This design comes from an exercise in tuning for small area and a short achievable clock period on the open sky130 flow, not from production work.
Only simulation tests tie the RTL to the original design; equivalence was not proved.
Power and IR drop assume default switching activity.

Setup of rev 12:
Design sync_fifo, start of the top module:
module sync_fifo #(
    parameter DWIDTH = 32,
    parameter AWIDTH = 5
) (
    input  wire              clk, rstn,
    input  wire              wren, rden,
    input  wire [DWIDTH-1:0] din,
    output wire [DWIDTH-1:0] dout,
    output wire              full,
    output wire              empty
);   
    localparam DEPTH = 1 << AWIDTH;
    localparam NROWS = DEPTH - 1;
    localparam JW = DEPTH / 2;
    reg [AWIDTH:0]   cnt;         
    reg              empty_q;     
    reg              one_q;       
    reg              full_q;      
    reg [AWIDTH-1:0] wptr;        
    reg [JW-1:0]     rptr;        
    reg [DWIDTH-1:0] head;        
    wire empty_nxt, one_nxt, full_nxt;
    wire [DWIDTH-1:0] head_nxt;
    wire do_wr = wren & ~full_q;
    wire do_rd = rden & ~empty_q;
    wire load_din = empty_q | (one_q & rden);
    wire load_buf = rden & ~empty_q & ~one_q;
    wire hold = ~load_din & ~load_buf;
    wire wr_buf = do_wr & ~load_din;
    function automatic [AWIDTH-1:0] lfsr_next(input [AWIDTH-1:0] p);
        lfsr_next = {p[AWIDTH-2:0], p[4] ^ p[2]};
    endfunction
  ...
For scale: about 1900 cells after synthesis, ~1100 flip-flops, about 38000 sq um of cells after synthesis.
clock: 4.0 ns
lec_check: 0
cap_margin: 20
core_margin: 2
core_utilization: 50
cts_cluster_diameter: 100
cts_cluster_size: 25
setup_slack_margin: 1.8
slew_margin: 20
synth_hierarchical: 1
synth_minimum_keep_size: 0
run.sh (not shown) runs the stock make flow with config.mk's settings and CLKGATE_MAP_FILE= SYNTH_SCRIPT=/design/flow/synth_recipe.tcl, a recipe that flattens the netlist after the stock synthesis.
Rev 12: no failed stages, no open violations at the end
Changes in rev 13 relative to rev 12:
-- flow/config.mk --
<<< rev 12, line 9
export CORE_MARGIN = 2
export CORE_UTILIZATION = 50
export CTS_CLUSTER_DIAMETER = 100
export CTS_CLUSTER_SIZE = 25
export SETUP_SLACK_MARGIN = 1.8
export SLEW_MARGIN = 20
>>> rev 13, line 9
export CORE_MARGIN = 2
export CORE_UTILIZATION = 55
export CTS_CLUSTER_DIAMETER = 100
export CTS_CLUSTER_SIZE = 25
export PLACE_DENSITY = 0.75
export SETUP_SLACK_MARGIN = 1.9
export SLEW_MARGIN = 20
Notes after the runs:
Compared with rev 12, rev 13 has extra setup slack.
Final total power of rev 13 falls short of that of rev 12 by a few percent.
Route | rev 13 vs rev 12 | wire shorter in rev 13
Critical path depth for rev 13 is higher than for rev 12.
The higher global-route track usage on met1 came out of rev 12.
The final reports for rev 13 and rev 12 show slew at the pin with the worst max-slew slack lower in the former.
Summary of rev 13 over rev 12: clock latency at the later pin of the worst-skew pair saw a decrease, instance area after placement saw little to no change, data required time at the worst endpoint saw a decrease.
Compared with rev 12, rev 13 ends up with less cell area.
Global-route wire length before repair, rev 13 and rev 12: lower on rev 13


sync_fifo, a different RTL version from the one above (not shown whole).
Size in the first run: about 2,200 cells after synthesis, ~1,000 flip-flops, ~39,000 sq um of cells after synthesis.
clock: 4.0 ns
lec_check: 0
cap_margin: 20
core_margin: 2
core_utilization: 40
setup_slack_margin: 2.0
slew_margin: 20
The starting point produced a clean layout.
Then changed:
--- a/flow/config.mk
+++ b/flow/config.mk
@@ -10 +10 @@
-export CORE_UTILIZATION = 40
+export CORE_UTILIZATION = 65
Critical path depth climbs by 3.
Maximum frequency drops by about 4.6%.
Synthesized cell count does not change.
Power climbs by about 3.4%.
Die area drops by about 40%.
First-iteration DRC count climbs by 37%.


## before
sync_fifo, a different RTL version from the one above (not shown whole).
For scale: about 1,100 flip-flops, roughly 70 I/O pins.
clock: 4.0 ns
lec_check: 0
cap_margin: 20
core_margin: 2
core_utilization: 65
cts_cluster_diameter: 100
cts_cluster_size: 25
place_density: 0.85
setup_slack_margin: 2.05
slew_margin: 20
synth_hierarchical: 1
synth_minimum_keep_size: 0
before: done, clean on timing, DRC and antenna
Input-level comparison between after and before:
diff --git a/flow/config.mk b/flow/config.mk
--- a/flow/config.mk
+++ b/flow/config.mk
@@ -13,3 +13,3 @@
 export PLACE_DENSITY = 0.85
-export SETUP_SLACK_MARGIN = 2.05
+export SETUP_SLACK_MARGIN = 1.95
 export SLEW_MARGIN = 20
==> run notes <==
after ends up with a largest incremental delay on the critical path that is 0.58 ns higher than in before.
Sort after and before by initial antenna violation count, ascending, and after comes first.
Delta (after minus before): worst path setup slack after routing went down 0.15 ns; combinational gate power went down about 6%; synthesis-to-finish area growth went down 2.4 points.
A library cell contributing the largest single delay on the critical path of and3b_2 is what after shows, while dfrtp_2 belongs to before.
Going from before to after, met2 track utilization from global routing down 1.0 points, final cycle utilization of the critical path up 3.7 points, total of clock buffers placed in the layout now sits higher.

-- re-timing with driven ports --
How much do the figures lean on ideal ports? The routed layouts below were timed once more, with nothing changed but the port constraints. Step 1, drivers: a clkbuf_16 drives clk and a buf_2 each remaining input, both assumed. Step 2 times the ports against the registers' clock, not the clock port: input delays grow and output delays shrink by t, the midpoint of the rising clock arrivals with the driver on. a / b / c = no drivers / after step 1 / after step 2; a / b = the first two.
run	t (ns)	setup WS [ns]	hold slack, ns	clock arrival spread, ns	worst data-port slew with drivers (ns)
rev 12	0.719	1.536 / 1.536 / 1.323	0.251 / 0.239 / 0.597	0.029 / 0.030	0.06
rev 13	0.698	1.651 / 1.651 / 1.313	0.552 / 0.519 / 0.620	0.027 / 0.027	0.16
the first run of note 2	0.759	1.343 / 1.343 / 1.245	0.468 / 0.468 / 0.468	0.050 / 0.050	0.15
the second run of note 2	0.747	1.217 / 1.217 / 1.145	0.470 / 0.470 / 0.470	0.037 / 0.036	0.07
before	0.702	1.862 / 1.862 / 1.311	0.349 / 0.307 / 0.472	0.024 / 0.024	0.14
after	0.698	1.716 / 1.716 / 1.582	0.269 / 0.233 / 0.482	0.033 / 0.034	0.06
After both steps every run listed still meets setup and hold. The setup slack of before, which loses most, moves by 0.000 ns with the drivers and by -0.551 ns with both steps.
